Background: an optimization exercise with open tools, aiming at small area and a short achievable clock period. Do not read the settings as production practice.
The RTL was checked by simulation tests, not by an equivalence proof against the original design.
Power and IR drop assume default switching activity.

==> inputs of v15 <==
==> flow/design.v (excerpt) <==
module STFT (
    input wire clk,
    input wire SAMPLE_VALID,
    input wire signed [23:0] SAMPLE,
    input wire reset,
    output wire wr_en,
    output wire [6:0] wr_idx,
    output wire [31:0] wr_data
);
localparam N = 128;
localparam INS = 126;    
reg vq, vq2;
reg [7:0] xs;
always @(posedge clk) begin
    vq  <= SAMPLE_VALID;
    vq2 <= vq;
    xs  <= SAMPLE[23:16];
end
wire rise = vq & ~vq2;
reg [6:0] c;         
reg [6:0] oidx;      
reg feed;            
reg [6:0] n;
reg signed [8:0] d;
reg [7:0] xp;        
reg pend;
reg [6:0] p;         
reg [7:0] xo;        
reg clr;             
reg [6:0] cc;
reg v0, v1, v2;
reg [32*N-1:0] B;    
reg [8*N-1:0]  S;    
always @(posedge clk) begin
    if (reset) begin
        c <= 7'd0;
        oidx <= INS[6:0];
        feed <= 1'b0;
        n <= 7'd0;
        d <= 9'd0;
        pend <= 1'b0;
        p <= 7'd0;
        xo <= 8'd0;
        clr <= 1'b1;
        cc <= 7'd0;
        v0 <= 1'b0;
        v1 <= 1'b0;
        v2 <= 1'b0;
    end else begin
        c <= c + 7'd1;
        oidx <= oidx + 7'd1;
        if (clr) begin
            cc <= cc + 7'd1;
            if (&cc) clr <= 1'b0;
        end
        if (rise) begin
            feed <= 1'b1;
            n <= 7'd0;
            d <= {1'b0, xo} - {1'b0, xs};
            xp <= xs;
            pend <= 1'b1;
        end else if (feed) begin
            n <= n + 7'd1;
            if (&n) begin
                feed <= 1'b0;
                d <= 9'd0;
            end
        end
        if (pend && c == p) begin
            pend <= 1'b0;
            p <= p + 7'd1;
            xo <= S[15:8];
        end
        v0 <= feed;
        v1 <= v0;
        v2 <= v1;
    end
end
wire [47:0] w_next;
twiddleROM rom (.read_address(c + 7'd1), .twiddle(w_next));
reg [47:0] w;
always @(posedge clk) w <= w_next;
wire [31:0] res;
cMult mul (.clk(clk), .er(w[47:24]), .ei(w[23:0]), .A(B[31:16]), .Xi(B[15:0]),
           .Cr(res[31:16]), .Ci(res[15:0]));
wire [31:0] b1 = B[63:32];
always @(posedge clk) begin
    B <= {B[31:0],
          clr ? 32'd0 : v1 ? res : B[32*(N-1) +: 32],
          B[32*(N-1)-1:64],
          b1[31:16] + {{7{d[8]}}, d}, b1[15:0]};
  ...
==> module twiddleROM, before the edit <==
module twiddleROM (
    input wire [6:0] read_address,
    output wire [47:0] twiddle
);
function [23:0] mag;    
    input [5:0] m;
    case (m)
        6'd0: mag = 24'h000000;
        6'd1: mag = 24'h00d40e;
        6'd2: mag = 24'h0b2ab6;
        6'd3: mag = 24'h096c0e;
        6'd4: mag = 24'h06a928;
        6'd5: mag = 24'h06606a;
        6'd6: mag = 24'h55254e;
        6'd7: mag = 24'h5b6065;
        6'd8: mag = 24'h582936;
        6'd9: mag = 24'h58ed2a;
        6'd10: mag = 24'h53048d;
        6'd11: mag = 24'h401cb2;
        6'd12: mag = 24'h40e070;
        6'd13: mag = 24'h4b0526;
        6'd14: mag = 24'h482596;
        6'd15: mag = 24'h491990;
        6'd16: mag = 24'h476a02;
        6'd17: mag = 24'h466c8d;
        6'd18: mag = 24'h356982;
        6'd19: mag = 24'h34eca5;
        6'd20: mag = 24'h3b53b0;
        6'd21: mag = 24'h3b1caa;
        6'd22: mag = 24'h382942;
        6'd23: mag = 24'h394d92;
        6'd24: mag = 24'h38d400;
        6'd25: mag = 24'h32aa16;
        6'd26: mag = 24'h335330;
        6'd27: mag = 24'h3305aa;
        6'd28: mag = 24'h331aaa;
        6'd29: mag = 24'h326a70;
        6'd30: mag = 24'h326342;
        6'd31: mag = 24'h324c8e;
        6'd32: mag = 24'h324926;
        default: mag = 24'h000000;
    endcase
endfunction
function [23:0] sgn;    
    input [23:0] e;
    input s;
    sgn = e ^ {8{s, 2'b00}};
endfunction
wire [6:0] ki = read_address;
wire [6:0] kr = read_address + 7'd32;
wire [5:0] mi = ki[5] ? 6'd32 - {1'b0, ki[4:0]} : {1'b0, ki[4:0]};
wire [5:0] mr = kr[5] ? 6'd32 - {1'b0, kr[4:0]} : {1'b0, kr[4:0]};
assign twiddle = {sgn(mag(mr), kr[6]), sgn(mag(mi), ki[6])};
endmodule
==> module STFT, before the edit <==
module STFT (
    input wire clk,
    input wire SAMPLE_VALID,
    input wire signed [23:0] SAMPLE,
    input wire reset,
    output wire wr_en,
    output wire [6:0] wr_idx,
    output wire [31:0] wr_data
);
localparam N = 128;
localparam INS = 126;    
reg vq, vq2;
reg [7:0] xs;
always @(posedge clk) begin
    vq  <= SAMPLE_VALID;
    vq2 <= vq;
    xs  <= SAMPLE[23:16];
end
wire rise = vq & ~vq2;
reg [6:0] c;         
reg [6:0] oidx;      
reg feed;            
reg [6:0] n;
reg signed [8:0] d;
reg [7:0] xp;        
reg pend;
reg [6:0] p;         
reg [7:0] xo;        
reg clr;             
reg [6:0] cc;
reg v0, v1, v2;
reg [32*N-1:0] B;    
reg [8*N-1:0]  S;    
always @(posedge clk) begin
    if (reset) begin
        c <= 7'd0;
        oidx <= INS[6:0];
        feed <= 1'b0;
        n <= 7'd0;
        d <= 9'd0;
        pend <= 1'b0;
        p <= 7'd0;
        xo <= 8'd0;
        clr <= 1'b1;
        cc <= 7'd0;
        v0 <= 1'b0;
        v1 <= 1'b0;
        v2 <= 1'b0;
    end else begin
        c <= c + 7'd1;
        oidx <= oidx + 7'd1;
        if (clr) begin
            cc <= cc + 7'd1;
            if (&cc) clr <= 1'b0;
        end
        if (rise) begin
            feed <= 1'b1;
            n <= 7'd0;
            d <= {1'b0, xo} - {1'b0, xs};
            xp <= xs;
            pend <= 1'b1;
        end else if (feed) begin
            n <= n + 7'd1;
            if (&n) begin
                feed <= 1'b0;
                d <= 9'd0;
            end
        end
        if (pend && c == p) begin
            pend <= 1'b0;
            p <= p + 7'd1;
            xo <= S[15:8];
        end
        v0 <= feed;
        v1 <= v0;
        v2 <= v1;
    end
end
wire [47:0] w_next;
twiddleROM rom (.read_address(c + 7'd1), .twiddle(w_next));
reg [47:0] w;
always @(posedge clk) w <= w_next;
wire [31:0] res;
cMult mul (.clk(clk), .er(w[47:24]), .ei(w[23:0]), .A(B[31:16]), .Xi(B[15:0]),
           .Cr(res[31:16]), .Ci(res[15:0]));
wire [31:0] b1 = B[63:32];
always @(posedge clk) begin
    B <= {B[31:0],
          clr ? 32'd0 : v1 ? res : B[32*(N-1) +: 32],
          B[32*(N-1)-1:64],
          b1[31:16] + {{7{d[8]}}, d}, b1[15:0]};
    S <= {clr ? 8'd0 : (pend && c == p) ? xp : S[7:0], S[8*N-1:8]};
end
assign wr_en = v2;
assign wr_idx = oidx;
assign wr_data = B[32*INS +: 32];
endmodule
clock: 12.0 ns
lec_check: 0
cap_margin: 20
core_margin: 2
core_utilization: 55
cts_buf_list: sky130_fd_sc_hd__clkbuf_8
place_density: 0.7
slew_margin: 20
synth_memory_max_bits: 16384
run.sh (not shown) runs the stock make flow with config.mk's settings and CLKGATE_MAP_FILE= SYNTH_SCRIPT=/design/flow/synth_recipe.tcl, a recipe that flattens the netlist after the stock synthesis.
==> v21: changes against v15 <==
--- a/flow/design.v
+++ b/flow/design.v
@@ -1,4 +1,5 @@
 module twiddleROM (
+    input wire clk,
     input wire [6:0] read_address,
-    output wire [47:0] twiddle
+    output reg [47:0] twiddle
 );
@@ -50,5 +51,11 @@
 wire [6:0] kr = read_address + 7'd32;
-wire [5:0] mi = ki[5] ? 6'd32 - {1'b0, ki[4:0]} : {1'b0, ki[4:0]};
-wire [5:0] mr = kr[5] ? 6'd32 - {1'b0, kr[4:0]} : {1'b0, kr[4:0]};
-assign twiddle = {sgn(mag(mr), kr[6]), sgn(mag(mi), ki[6])};
+reg [5:0] mi, mr;
+reg si, sr;
+always @(posedge clk) begin
+    mi <= ki[5] ? 6'd32 - {1'b0, ki[4:0]} : {1'b0, ki[4:0]};
+    mr <= kr[5] ? 6'd32 - {1'b0, kr[4:0]} : {1'b0, kr[4:0]};
+    si <= ki[6];
+    sr <= kr[6];
+    twiddle <= {sgn(mag(mr), sr), sgn(mag(mi), si)};
+end
 endmodule
@@ -3786,2 +3793,3 @@
 reg [6:0] c;         
+reg [6:0] ra;        
 reg [6:0] oidx;      
@@ -3802,2 +3810,3 @@
         c <= 7'd0;
+        ra <= 7'd2;
         oidx <= INS[6:0];
@@ -3816,2 +3825,3 @@
         c <= c + 7'd1;
+        ra <= ra + 7'd1;
         oidx <= oidx + 7'd1;
@@ -3844,6 +3854,4 @@
 end
-wire [47:0] w_next;
-twiddleROM rom (.read_address(c + 7'd1), .twiddle(w_next));
-reg [47:0] w;
-always @(posedge clk) w <= w_next;
+wire [47:0] w;
+twiddleROM rom (.clk(clk), .read_address(ra), .twiddle(w));
 wire [31:0] res;
==> flow/flow/run.sh (new file) <==
#!/bin/bash
set -euo pipefail
export CTS_ARGS="-sink_clustering_enable -repair_clock_nets -dont_use_dummy_load -buf_list sky130_fd_sc_hd__clkbuf_16 -sink_clustering_size 30 -sink_clustering_max_diameter 60"
export SETUP_SLACK_MARGIN=8.3
bash standard.sh > standard.log 2>&1
==> flow/standard.sh (new file) <==
#!/bin/bash
# synth_recipe.tcl (not shown) runs the flow's synth.tcl, then flattens the netlist and writes it again
# the make line also repeats each setting of config.mk as NAME=value (left out here)
make -C /OpenROAD-flow-scripts/flow DESIGN_CONFIG=/design/flow/config.mk WORK_HOME=/design/flow/orfs CLKGATE_MAP_FILE= SYNTH_SCRIPT=/design/flow/synth_recipe.tcl "${@:-finish}"
--- a/flow/config.mk
+++ b/flow/config.mk
@@ -9,6 +9,6 @@
 export CORE_MARGIN = 2
-export CORE_UTILIZATION = 55
-export CTS_BUF_LIST = sky130_fd_sc_hd__clkbuf_8
-export PLACE_DENSITY = 0.7
+export CORE_UTILIZATION = 62
+export PLACE_DENSITY = 0.75
 export SLEW_MARGIN = 20
 export SYNTH_MEMORY_MAX_BITS = 16384
+export TNS_END_PERCENT = 0
removed: flow/run.sh
==> v20: changes against v15 <==
==> flow/flow/run.sh (new file) <==
#!/bin/bash
set -euo pipefail
export CTS_ARGS="-sink_clustering_enable -repair_clock_nets -dont_use_dummy_load -buf_list sky130_fd_sc_hd__clkbuf_8"
export SETUP_SLACK_MARGIN=8
bash standard.sh > standard.log 2>&1
==> flow/standard.sh (new file) <==
#!/bin/bash
# synth_recipe.tcl (not shown) runs the flow's synth.tcl, then flattens the netlist and writes it again
# the make line also repeats each setting of config.mk as NAME=value (left out here)
make -C /OpenROAD-flow-scripts/flow DESIGN_CONFIG=/design/flow/config.mk WORK_HOME=/design/flow/orfs CLKGATE_MAP_FILE= SYNTH_SCRIPT=/design/flow/synth_recipe.tcl "${@:-finish}"
--- a/flow/config.mk
+++ b/flow/config.mk
@@ -10,3 +10,2 @@
 export CORE_UTILIZATION = 55
-export CTS_BUF_LIST = sky130_fd_sc_hd__clkbuf_8
 export PLACE_DENSITY = 0.7
@@ -14 +13,2 @@
 export SYNTH_MEMORY_MAX_BITS = 16384
+export TNS_END_PERCENT = 0
removed: flow/run.sh
==> run notes <==
cell count along the critical path 13; startpoint of the most critical register-to-register path mul.pi_c8_2; RSZ-0062 raised after global routing no; registers with the most flip-flops B x4096, S x1024, w x48; run status finished clean; mux cell area share after synthesis 0.218%; Min Hold Slack 0.278 ns; maximum number of pins on one net before global-route repair 50; met2 track utilization from global routing 28.2%; ordered list of cells on the worst path inv_1, fa_1, fa_1, inv_1, ha_1, nand2_1, a2111oi_1, nor4_2, a211oi_1, o211ai_1, a21boi_0, a311oi_1, o41ai_1; switching share of power 29.2%; post-synthesis cell area 139000 um2; multi-input gate share of total cell area 15.9%
Source of the figures above: v15

==> run notes <==
registers with the most flip-flops B x4096, S x1024, w x48; RSZ-0062 raised after global routing yes; Min Hold Slack 0.230 ns; synth top area cells dfxtp_1 (79%), fa_1 (6.5%), xnor2_1 (3.3%); sequential power 0.0190 W; run status finished clean; maximum number of pins on one net before global-route repair 50; Antenna Cells 9; sequential share of the synthesized area 79.0%; post-synthesis cell area 139000 um2; mux cell area share after synthesis 0.218%; Register-to-Register Setup Slack 7.81 ns; cell count along the critical path 12; ordered list of cells on the worst path inv_1, fa_1, fa_1, inv_1, ha_1, nand3_1, a21oi_1, o21ai_0, a31oi_1, o31a_1, nor4_1, a311o_1; number of distinct library cells after synthesis 85; switching share of power 29.1%; largest class sequential cells; startpoint of the most critical register-to-register path mul.pr_c4_2; flop and latch count out of synthesis 5483
Source of the figures above: v20

==> run notes <==
maximum number of pins on one net before global-route repair 53; post-synthesis cell area 140000 um2; registers with the most flip-flops B x4096, S x1024, rom.twiddle x48; mux cell area share after synthesis 0.249%; ordered list of cells on the worst path inv_2, ha_1, inv_1, fa_1, fa_1, fa_1; RSZ-0062 raised after global routing yes; multi-input gate share of total cell area 17.4%; run status finished clean; met2 track utilization from global routing 32.3%; Min Hold Slack 0.218 ns; startpoint of the most critical register-to-register path rom.twiddle[17]
Source of the figures above: v21

## port drivers added, routing unchanged
Ports are ideal in the flow. The routed layouts listed here were re-timed in OpenROAD.
Step 1, drivers: a clkbuf_16 drives clk and a buf_2 each remaining input, both assumed.
Step 2 adds t to the input delays and takes it off the output delays; t is the mean of the earliest and latest rising clock arrival at the registers after step 1. Input paths then give back, and output paths get back, about the clock's delay inside the block.
Three values: no drivers, after step 1, after step 2; two values: the first two.
run	shift t [ns]	setup slack, ns	worst setup path after step 2	latest minus earliest clock arrival (ns)	worst register clock-pin slew, ns
v15	1.131	6.770 / 6.770 / 6.770	register to register	0.103 / 0.103	0.08 / 0.08
v21	0.930	8.122 / 8.121 / 7.785	input to register	0.178 / 0.178	0.12 / 0.12
v20	1.093	7.813 / 7.813 / 7.797	input to register	0.173 / 0.173	0.07 / 0.07
After both steps setup and hold are still met in every run listed. The setup slack of v21, which loses most, moves by -0.001 ns with the drivers and by -0.337 ns with both steps.
